This is an optimization exercise on Yosys and OpenROAD, whose aim is small area, a short achievable clock period and few clock cycles, not a production implementation. At most, simulation tests tie the RTL to the original design; equivalence was not proved.

## JAM
module JAM (
input CLK,
input RST,
output [2:0] W,
output [2:0] J,
input [6:0] Cost,
output [3:0] MatchCount,
output [9:0] MinCost,
output Valid );
reg        dfs, done;    
reg        srt;          
reg        first;        
reg  [6:0] p;            
reg  [6:0] mn;           
reg  [6:0] bf [0:7];     
reg        addp;         
reg        addc;         
reg  [9:0] base;         
reg  [6:0] rm [0:7];     
reg  [6:0] cm [0:7];     
reg  [7:0] zc [0:7];     
reg  [2:0] row [0:7];    
reg  [3:0] sph;          
reg  [9:0] rs;           
reg  [3:0] k2r [0:7];    
reg  [3:0] zkr [0:7];    
reg  [6:0] R  [0:7];     
reg  [2:0] js [0:7];     
reg  [7:0] used;         
reg  [7:0] L;            
reg  [7:0] jo;           
reg  [7:0] zr_c, zr_ch, zr_p;    
reg  [7:0] bp;           
reg        phc;          
reg  [7:0] ac;           
reg  [7:0] ap;           
reg        ev;           
reg        st;           
reg        fix;          
reg [11:0] G;            
reg [11:0] Gq;           
reg [11:0] T;            
reg  [9:0] best;
reg  [3:0] cnt;
assign MinCost = best;
assign MatchCount = cnt;
assign Valid = done;
integer i;
function [12:0] fadd(input [11:0] a, input [11:0] b, input cin);
    reg [11:0] g, q, gg, pp, c;
    integer k, m;
    begin
        g = a & b;
        q = a ^ b;
        gg = g; pp = q;
        for (k = 1; k < 12; k = k * 2)
            for (m = 11; m >= k; m = m - 1) begin
                gg[m] = gg[m] | (pp[m] & gg[m-k]);
                pp[m] = pp[m] & pp[m-k];
            end
        c[0] = cin;
        for (m = 1; m < 12; m = m + 1) c[m] = gg[m-1] | (pp[m-1] & cin);
        fadd = {gg[11] | (pp[11] & cin), q ^ c};
    end
endfunction
function [7:0] lowbit(input [7:0] m);
    lowbit = m & (~m + 8'd1);
endfunction
function [2:0] enc(input [7:0] oh);
    enc = {|(oh & 8'hf0), |(oh & 8'hcc), |(oh & 8'haa)};
endfunction
function [7:0] after(input [7:0] oh);    
    integer k;
    reg [7:0] le;
    begin
        le[7] = oh[7];
        for (k = 6; k >= 0; k = k - 1) le[k] = le[k+1] | oh[k];
  ...
For scale: roughly 4100 cells after synthesis, roughly 550 flip-flops, ~30 I/O pins.
clock: 5.0 ns
lec_check: 0
cap_margin: 20
core_margin: 2
core_utilization: 40
slew_margin: 20
run.sh (not shown) runs the stock make flow with config.mk's settings and CLKGATE_MAP_FILE= SYNTH_SCRIPT=/design/flow/synth_recipe.tcl, a recipe that flattens the netlist after the stock synthesis.
Testbench counts at the start, summed over its fixed seeds: cycles 2,070.
Change:
--- a/flow/design.v
+++ b/flow/design.v
@@ -109,21 +109,21 @@
     end
 end
 wire [7:0] Lcc = {L[5:0], L[7:6]};
 reg  [7:0] zr_cc, zr_pp, zr_ppp, zr_0, zr_1;          
 always @(*) begin
     for (i = 0; i < 8; i = i + 1) begin
         zr_cc[i]  = |(zc[i] & Lcc);
         zr_pp[i]  = |(zc[i] & Lpp);
         zr_ppp[i] = |(zc[i] & Lppp);
         zr_0[i]   = zc[i][0];
-        zr_1[i]   = zc[i][1];
+        zr_1[i]   = sv[1] ? zc[i][2] : zc[i][1];    
     end
 end
 wire [7:0] bpp = 8'd1 << jpp;
 wire [7:0] bppp = 8'd1 << jppp;
 wire       red = ~dfs & ~done & ~srt;
 wire       rdrow = ~p[6];                            
 wire       lastpos = (p[2:0] == 3'd7);
 wire [6:0] rmin = ((p[2:0] == 3'd0) | (Cost < mn)) ? Cost : mn;
 wire [3:0] wq = p[6:3] - 4'd1;                       
 wire [7:0] wqoh = 8'd1 << wq[2:0];
@@ -141,21 +141,21 @@
 always @(*) begin
     for (i = 0; i < 8; i = i + 1) begin
         zcount[i] = {3'd0, zc[0][i]} + {3'd0, zc[1][i]} + {3'd0, zc[2][i]} + {3'd0, zc[3][i]} +
                     {3'd0, zc[4][i]} + {3'd0, zc[5][i]} + {3'd0, zc[6][i]} + {3'd0, zc[7][i]};
         key[i] = {zkr[i], ~k2r[i]};
     end
     sv = 8'd0;
     for (i = 0; i < 7; i = i + 1)
         sv[i] = (i[0] == sph[0]) ? 1'b0 : (key[i] > key[i+1]);
 end
-wire sorting = srt & (sph != 4'd0) & (sph != 4'd9);
+wire sorting = srt & (sph != 4'd0);
 wire        php = ~|(zr_p & bp);
 wire        sle = ~G[11];
 wire        slt = ~G[11] & (|G);
 wire        alp = ~Gq[11] & (|Gq);
 wire        Tbig = ~T[11] & (|T[10:7]);
 wire [12:0] te  = fadd({5'd0, T[6:0]}, {5'h1f, ~Cost}, 1'b1);    
 wire [12:0] tt  = fadd({5'd0, T[6:0]}, {5'h1f, ~Cost}, 1'b0);    
 wire        cle = Tbig | ~te[11];
 wire        clt = Tbig | ~tt[11];
 wire        le  = phc ? cle : sle;
@@ -259,21 +259,21 @@
             for (i = 0; i < 8; i = i + 1) if (Lc[i]) js[i] <= enc(ohc);
         end else if (imp) begin
         end else if (fs) begin
             for (i = 0; i < 8; i = i + 1) if (L[i]) js[i] <= enc(ohs);
         end else if (fp) begin
             for (i = 0; i < 8; i = i + 1) if (Lp[i]) js[i] <= enc(ohp);
         end
     end
 end
 always @(posedge CLK) begin
-    if (srt && sph == 4'd9) begin
+    if (srt && sph == 4'd8) begin
         L <= 8'd1; used <= 8'd0;
         G <= g0;
         zr_c <= zr_0; zr_ch <= zr_1;
         jo <= 8'd0; phc <= 1'b0; ac <= 8'hff;
     end else if (dfs && fix) begin
         Gq <= Gq - G;
     end else if (dfs) begin
         if (desc) begin
             used <= used | jo;
             L <= Lc; jo <= ohc; bp <= jo; phc <= ~f0c;
@@ -310,21 +310,21 @@
     if (addp | addc) base <= base + {3'd0, addp ? mn : cm[7]};
     if (red) begin
         addp <= rdrow & lastpos;
         addc <= (wq == 4'd7) & ~first;
         first <= 1'b0;
         p <= pa;
         if (p == 7'd71) begin srt <= 1'b1; sph <= 4'd0; end
     end else if (srt) begin
         addp <= 1'b0; addc <= 1'b0;
         sph <= sph + 4'd1;
-        if (sph == 4'd9) begin
+        if (sph == 4'd8) begin
             srt <= 1'b0; dfs <= 1'b1; st <= 1'b1;
         end
     end else if (dfs && fix) begin
         fix <= 1'b0;
     end else if (dfs) begin
         st <= 1'b0;
         fix <= imp;
         if (lfe) begin
             if (lt) begin best <= v; cnt <= 4'd1; end
             else if (le) cnt <= cnt + 4'd1;
Outcome: The new run ran to the end with no violations. Maximum frequency decreases by 0.43%. Utilization increases by 0.59 points. Wire length increases by 0.80%. Synthesized cell count is about the same. Die area increases by 0.47%. Worst hold slack degrades by 0.0092 ns.
Function not checked in the second run of this note: the RTL went through the layout flow alone.

========
The RTL this note starts from:
==> flow/design.v <==
module JAM (
input CLK,
input RST,
output [2:0] W,
output [2:0] J,
input [6:0] Cost,
output [3:0] MatchCount,
output [9:0] MinCost,
output Valid );
reg        dfs, done;    
reg        srt;          
reg        first;        
reg  [6:0] p;            
reg  [6:0] mn;           
reg  [6:0] bf [0:7];     
reg        addp;         
reg        addc;         
reg  [9:0] base;         
reg  [6:0] rm [0:7];     
reg  [6:0] cm [0:7];     
reg  [7:0] zc [0:7];     
reg  [2:0] row [0:7];    
reg  [7:0] sk;           
reg  [6:0] R  [0:7];     
reg  [2:0] js [0:7];     
reg  [7:0] used;         
reg  [7:0] L;            
reg  [7:0] jo;           
reg        ev;           
reg        st;           
reg        fix;          
reg [11:0] G;            
reg [11:0] Gq;           
reg [11:0] H;            
reg  [9:0] best;
reg  [3:0] cnt;
assign MinCost = best;
assign MatchCount = cnt;
assign Valid = done;
integer i;
function [12:0] fadd(input [11:0] a, input [11:0] b, input cin);
    reg [11:0] g, q, gg, pp, c;
    integer k, m;
    begin
        g = a & b;
        q = a ^ b;
        gg = g; pp = q;
        for (k = 1; k < 12; k = k * 2)
            for (m = 11; m >= k; m = m - 1) begin
                gg[m] = gg[m] | (pp[m] & gg[m-k]);
                pp[m] = pp[m] & pp[m-k];
            end
        c[0] = cin;
        for (m = 1; m < 12; m = m + 1) c[m] = gg[m-1] | (pp[m-1] & cin);
        fadd = {gg[11] | (pp[11] & cin), q ^ c};
    end
endfunction
function [7:0] lowbit(input [7:0] m);
    lowbit = m & (~m + 8'd1);
endfunction
function [2:0] enc(input [7:0] oh);
    enc = {|(oh & 8'hf0), |(oh & 8'hcc), |(oh & 8'haa)};
endfunction
function [7:0] above(input [7:0] oh);    
    integer k;
    begin
        above[0] = 1'b0;
        for (k = 1; k < 8; k = k + 1) above[k] = above[k-1] | oh[k-1];
    end
endfunction
wire [7:0] Lc   = {L[6:0], L[7]};
wire [7:0] Lp   = {L[0], L[7:1]};
wire [7:0] Lpp  = {L[1:0], L[7:2]};
wire [7:0] Lppp = {L[2:0], L[7:3]};
reg [6:0] rmc, rmch, rmp, rmpp, cmc, Rpp, Rppp;
reg [2:0] jp, jpp, wc, wch, wp;
always @(*) begin
    rmc = 7'd0; rmch = 7'd0; rmp = 7'd0; rmpp = 7'd0; cmc = 7'd0; Rpp = 7'd0; Rppp = 7'd0;
    jp = 3'd0; jpp = 3'd0; wc = 3'd0; wch = 3'd0; wp = 3'd0;
    for (i = 0; i < 8; i = i + 1) begin
        rmc  = rmc  | (rm[i] & {7{L[i]}});
        rmch = rmch | (rm[i] & {7{Lc[i]}});
        rmp  = rmp  | (rm[i] & {7{Lp[i]}});
        rmpp = rmpp | (rm[i] & {7{Lpp[i]}});
        cmc  = cmc  | (cm[i] & {7{jo[i]}});
        Rpp  = Rpp  | (R[i]  & {7{Lpp[i]}});
        Rppp = Rppp | (R[i]  & {7{Lppp[i]}});
        jp   = jp   | (js[i] & {3{Lp[i]}});
        jpp  = jpp  | (js[i] & {3{Lpp[i]}});
        wc   = wc   | (row[i] & {3{L[i]}});
        wch  = wch  | (row[i] & {3{Lc[i]}});
        wp   = wp   | (row[i] & {3{Lp[i]}});
    end
end
reg  [7:0] zr_c, zr_ch, zr_p;                        
always @(*) begin
    for (i = 0; i < 8; i = i + 1) begin
        zr_c[i]  = |(zc[i] & L);
        zr_ch[i] = |(zc[i] & Lc);
        zr_p[i]  = |(zc[i] & Lp);
    end
end
wire [7:0] bp  = 8'd1 << jp;
wire [7:0] bpp = 8'd1 << jpp;
wire       red = ~dfs & ~done & ~srt;
wire       rdrow = ~p[6];                            
wire       lastpos = (p[2:0] == 3'd7);
wire [6:0] rmin = ((p[2:0] == 3'd0) | (Cost < mn)) ? Cost : mn;
wire [3:0] wq = p[6:3] - 4'd1;                       
wire [7:0] wqoh = 8'd1 << wq[2:0];
wire [6:0] x = bf[0] - rm[7];
wire       colinit = (wq == 4'd0);
wire       xlt = x < cm[0];
wire [6:0] cmn = (colinit | xlt) ? x : cm[0];
wire [7:0] zcn = (colinit | xlt) ? wqoh : ((x == cm[0]) ? (zc[0] | wqoh) : zc[0]);
wire [6:0] pa = p + {6'd0, ~first};                  
reg [3:0] zk [0:7];
reg [7:0] placed;
always @(*) begin
    placed[7] = 1'b0;
    for (i = 6; i >= 0; i = i - 1) placed[i] = placed[i+1] | sk[i+1];
    for (i = 0; i < 8; i = i + 1)
        zk[i] = placed[i] ? 4'd15 :
                ({3'd0, zc[0][i]} + {3'd0, zc[1][i]} + {3'd0, zc[2][i]} + {3'd0, zc[3][i]} +
                 {3'd0, zc[4][i]} + {3'd0, zc[5][i]} + {3'd0, zc[6][i]} + {3'd0, zc[7][i]});
end
function [6:0] kmin(input [6:0] a, input [6:0] b);    
    kmin = (b[6:3] < a[6:3]) ? b : a;
endfunction
wire [6:0] k01 = kmin({zk[0], 3'd0}, {zk[1], 3'd1});
wire [6:0] k23 = kmin({zk[2], 3'd2}, {zk[3], 3'd3});
wire [6:0] k45 = kmin({zk[4], 3'd4}, {zk[5], 3'd5});
wire [6:0] k67 = kmin({zk[6], 3'd6}, {zk[7], 3'd7});
wire [6:0] kmn = kmin(kmin(k01, k23), kmin(k45, k67));
wire [7:0] ws = 8'd1 << kmn[2:0];                    
reg  [6:0] rm_k, rm_w;
reg  [2:0] row_k, row_w;
reg  [7:0] z_k, z_w;                                 
always @(*) begin
    rm_k = 7'd0; rm_w = 7'd0; row_k = 3'd0; row_w = 3'd0;
    for (i = 0; i < 8; i = i + 1) begin
        rm_k  = rm_k  | (rm[i]  & {7{sk[i]}});
        rm_w  = rm_w  | (rm[i]  & {7{ws[i]}});
        row_k = row_k | (row[i] & {3{sk[i]}});
        row_w = row_w | (row[i] & {3{ws[i]}});
    end
end
always @(*) begin
    for (i = 0; i < 8; i = i + 1) begin
        z_k[i] = |(zc[i] & sk);
        z_w[i] = |(zc[i] & ws);
    end
end
wire        phc = ~st & ~|(zr_c & jo);               
wire        php = ~|(zr_p & bp);
wire        sle = ~G[11];
wire        slt = (~G[11] & (|G)) | st;
wire        alp = ~Gq[11] & (|Gq);
wire [12:0] dx  = fadd({5'd0, Cost}, {5'h1f, ~cmc}, 1'b1);
wire [6:0]  d   = dx[6:0];                            
wire        Hbig = ~H[11] & (|H[10:7]);
wire [12:0] he  = fadd({5'd0, H[6:0]}, {5'h1f, ~d}, 1'b1);    
wire [12:0] ht  = fadd({5'd0, H[6:0]}, {5'h1f, ~d}, 1'b0);    
wire        cle = Hbig | ~he[11];
wire        clt = Hbig | ~ht[11];
wire        le  = phc ? cle : sle;
wire        lt  = phc ? clt : slt;
wire [12:0] slx = fadd(H, {5'h1f, ~d}, 1'b1);        
wire [11:0] sl  = phc ? slx[11:0] : G;               
wire [12:0] vx  = fadd({2'b00, best}, ~sl, 1'b1);
wire [9:0]  v   = vx[9:0];                            
wire        leaf = L[7];
wire        lfe = ev & leaf;
wire        imp = lfe & lt;                           
wire [7:0] fch = ~used & ~jo;
wire [7:0] m0c = zr_ch & fch;
wire [7:0] m1c = ~zr_ch & fch;
wire       f0c = |m0c;
wire       f1c = |m1c;
wire [7:0] ohc = f0c ? lowbit(m0c) : lowbit(m1c);
wire       desc = ev & ~leaf & le & (f0c | (lt & f1c));
wire [7:0] acu = st ? 8'hff : above(jo);
wire [7:0] m0s = phc ? 8'd0 : (zr_c & ~used & acu);
wire [7:0] m1s = ~zr_c & ~used & (phc ? acu : 8'hff) & {8{slt}};
wire       f0s = |m0s;
wire       fs  = f0s | (|m1s);
wire [7:0] ohs = f0s ? lowbit(m0s) : lowbit(m1s);
wire [7:0] fpa = ~(used & ~bp);
wire [7:0] apa = above(bp);
wire [7:0] m0p = php ? 8'd0 : (zr_p & fpa & apa);
wire [7:0] m1p = ~zr_p & fpa & (php ? apa : 8'hff) & {8{alp}};
wire       f0p = |m0p;
wire       fp  = (f0p | (|m1p)) & ~L[0];
wire [7:0] ohp = f0p ? lowbit(m0p) : lowbit(m1p);
wire [12:0] Hchx  = fadd(sl, {5'd0, rmch}, 1'b0);
wire [12:0] Hpx   = fadd(Gq, {5'd0, rmp}, 1'b0);
wire [12:0] gppx  = fadd(Gq, {5'd0, Rpp}, 1'b0);     
wire [12:0] gpppx = fadd(gppx[11:0], {5'd0, Rppp}, 1'b0);
wire [12:0] Hppx  = fadd(gppx[11:0], {5'd0, rmpp}, 1'b0);
wire [12:0] rnx   = fadd(G, ~sl, 1'b1);
wire [11:0] rnew  = rnx[11:0];                        
wire [11:0] g0    = {2'b00, best} - {2'b00, base};
wire [2:0] Wnc = !dfs ? pa[5:3] : (fs ? wc : wp);
wire [2:0] Jnc = !dfs ? pa[2:0] : enc(fs ? ohs : ohp);
assign W = desc ? wch : Wnc;
assign J = desc ? enc(ohc) : Jnc;
always @(posedge CLK) begin
    if (red) begin
        if (!first) begin
            for (i = 0; i < 7; i = i + 1) begin
                bf[i] <= bf[i+1]; cm[i] <= cm[i+1]; zc[i] <= zc[i+1];
            end
            bf[7] <= Cost; cm[7] <= cmn; zc[7] <= zcn;
        end
        if (rdrow) mn <= rmin;
        if (rdrow && lastpos) begin
            for (i = 0; i < 7; i = i + 1) rm[i] <= rm[i+1];
            rm[7] <= rmin;
        end
        for (i = 0; i < 8; i = i + 1) row[i] <= i;
    end else if (srt) begin
        for (i = 0; i < 8; i = i + 1) begin
            if (ws[i]) begin
                rm[i] <= rm_k; row[i] <= row_k;
                for (int j = 0; j < 8; j = j + 1) zc[j][i] <= z_k[j];
            end
            if (sk[i]) begin
                rm[i] <= rm_w; row[i] <= row_w;
                for (int j = 0; j < 8; j = j + 1) zc[j][i] <= z_w[j];
            end
        end
    end else if (dfs && !fix) begin
        if (desc) begin
            for (i = 0; i < 8; i = i + 1) if (L[i]) R[i] <= rnew[6:0];
            for (i = 0; i < 8; i = i + 1) if (Lc[i]) js[i] <= enc(ohc);
        end else if (imp) begin
        end else if (fs) begin
            for (i = 0; i < 8; i = i + 1) if (L[i]) js[i] <= enc(ohs);
        end else if (fp) begin
            for (i = 0; i < 8; i = i + 1) if (Lp[i]) js[i] <= enc(ohp);
        end
    end
end
always @(posedge CLK or posedge RST) begin
    if (RST) begin
        dfs <= 1'b0; done <= 1'b0; srt <= 1'b0; first <= 1'b1; p <= 7'd0;
        addp <= 1'b0; addc <= 1'b0; base <= 10'd0; sk <= 8'd1;
        L <= 8'd1; used <= 8'd0; jo <= 8'd0;
        ev <= 1'b0; st <= 1'b0; fix <= 1'b0;
        G <= 12'd0; Gq <= 12'd0; H <= 12'd0;
        best <= 10'h3ff; cnt <= 4'd0;
    end else begin
    if (addp | addc) base <= base + {3'd0, addp ? mn : cm[7]};
    if (red) begin
        addp <= rdrow & lastpos;
        addc <= (wq == 4'd7) & ~first;
        first <= 1'b0;
        p <= pa;
        if (p == 7'd71) srt <= 1'b1;
    end else if (srt) begin
        addp <= 1'b0; addc <= 1'b0;
        sk <= {sk[6:0], sk[7]};
        if (sk[6]) begin
            srt <= 1'b0; dfs <= 1'b1; st <= 1'b1;
            G <= g0;
            H <= g0 + {5'd0, rm[0]};
        end
    end else if (dfs && fix) begin
        fix <= 1'b0;
        Gq <= Gq - G;
    end else if (dfs) begin
        st <= 1'b0;
        fix <= imp;
        if (lfe) begin
            if (lt) begin best <= v; cnt <= 4'd1; end
            else if (le) cnt <= cnt + 4'd1;
        end
        if (desc) begin
            used <= used | jo;
            L <= Lc; jo <= ohc; ev <= 1'b1;
            G <= sl; Gq <= G; H <= Hchx[11:0];
        end else if (imp) begin
            ev <= 1'b0; G <= sl;
        end else if (fs) begin
            jo <= ohs; ev <= 1'b1;
        end else if (fp) begin
            used <= used & ~bp;
            L <= Lp; jo <= ohp; ev <= 1'b1;
            G <= Gq; Gq <= gppx[11:0]; H <= Hpx[11:0];
        end else if (L[0] | L[1]) begin
            done <= 1'b1; dfs <= 1'b0;
        end else begin
            used <= used & ~bp & ~bpp;
            L <= Lpp; jo <= bpp; ev <= 1'b0;
            G <= gppx[11:0]; Gq <= gpppx[11:0]; H <= Hppx[11:0];
        end
    end
    end
end
endmodule
Settings: LEC_CHECK=0, CAP_MARGIN=20, CORE_MARGIN=2, CORE_UTILIZATION=40, SLEW_MARGIN=20; clock period 5.0 ns.
The starting point ran to the end with violations: setup timing.
Next try:
--- a/flow/design.v
+++ b/flow/design.v
@@ -156,19 +156,15 @@
 wire        sle = ~G[11];
 wire        slt = (~G[11] & (|G)) | st;
 wire        alp = ~Gq[11] & (|Gq);
-wire [12:0] dx  = fadd({5'd0, Cost}, {5'h1f, ~cmc}, 1'b1);
-wire [6:0]  d   = dx[6:0];                            
+wire [6:0]  d   = Cost - cmc;                         
 wire        Hbig = ~H[11] & (|H[10:7]);
-wire [12:0] he  = fadd({5'd0, H[6:0]}, {5'h1f, ~d}, 1'b1);    
-wire [12:0] ht  = fadd({5'd0, H[6:0]}, {5'h1f, ~d}, 1'b0);    
-wire        cle = Hbig | ~he[11];
-wire        clt = Hbig | ~ht[11];
+wire        cle = Hbig | (d <= H[6:0]);
+wire        clt = Hbig | (d <  H[6:0]);
 wire        le  = phc ? cle : sle;
 wire        lt  = phc ? clt : slt;
 wire [12:0] slx = fadd(H, {5'h1f, ~d}, 1'b1);        
 wire [11:0] sl  = phc ? slx[11:0] : G;               
-wire [12:0] vx  = fadd({2'b00, best}, ~sl, 1'b1);
-wire [9:0]  v   = vx[9:0];                            
+wire [9:0]  v   = best - sl[9:0];
 wire        leaf = L[7];
 wire        lfe = ev & leaf;
 wire        imp = lfe & lt;                           
@@ -197,8 +193,7 @@
 wire [12:0] gppx  = fadd(Gq, {5'd0, Rpp}, 1'b0);     
 wire [12:0] gpppx = fadd(gppx[11:0], {5'd0, Rppp}, 1'b0);
 wire [12:0] Hppx  = fadd(gppx[11:0], {5'd0, rmpp}, 1'b0);
-wire [12:0] rnx   = fadd(G, ~sl, 1'b1);
-wire [11:0] rnew  = rnx[11:0];                        
+wire [11:0] rnew  = G - sl;                            
 wire [11:0] g0    = {2'b00, best} - {2'b00, base};
 wire [2:0] Wnc = !dfs ? pa[5:3] : (fs ? wc : wp);
 wire [2:0] Jnc = !dfs ? pa[2:0] : enc(fs ? ohs : ohp);
The changed run reached the layout checks and failed them: setup timing.
Global-route usage decreases by 0.62 points.
First-iteration DRC count decreases by about a fifth.
Final cell count decreases slightly.
Cell area decreases slightly.
Register-to-register slack gets worse by 0.36 ns.
Die area increases slightly.
Routed wire length decreases by a few percent.
Hold slack is about the same.
No run of this note included a check of the RTL's function; only the layout flow was run.

==> afterwards: timing with drivers on the ports <==
In the flow no input, the clock included, has a driving cell. The finished layouts below were timed again as built, in two steps.
Step 1 (the two cells are an assumption about what drives the block):
set clk [get_ports {CLK}]
set_driving_cell -lib_cell sky130_fd_sc_hd__clkbuf_16 $clk
set_driving_cell -lib_cell sky130_fd_sc_hd__buf_2 [delete_from_list [all_inputs] $clk]
Step 2 times the ports against the registers' clock, not the clock port: input delays grow and output delays shrink by t, the midpoint of the rising clock arrivals with the driver on.
Three values: ideal ports, drivers, drivers and shift; two values: the first two.
| run | t, ns | setup slack, ns | worst register clock-pin slew, ns |
|---|---|---|---|
| the first run of note 1 | 0.711 | 0.092 / 0.023 / -0.264 | 0.07 / 0.07 |
| the second run of note 1 | 0.692 | 0.071 / 0.047 / -0.378 | 0.07 / 0.07 |
| the first run of note 2 | 0.697 | -2.134 / -2.134 / -2.134 | 0.07 / 0.07 |
| the second run of note 2 | 0.708 | -2.498 / -2.498 / -2.498 | 0.07 / 0.07 |
Met with ideal ports but missed after step 2: setup timing in the first run of note 1 and the second run of note 1. The setup slack of the second run of note 1, which loses most, moves by -0.024 ns with the drivers and by -0.449 ns with both steps.
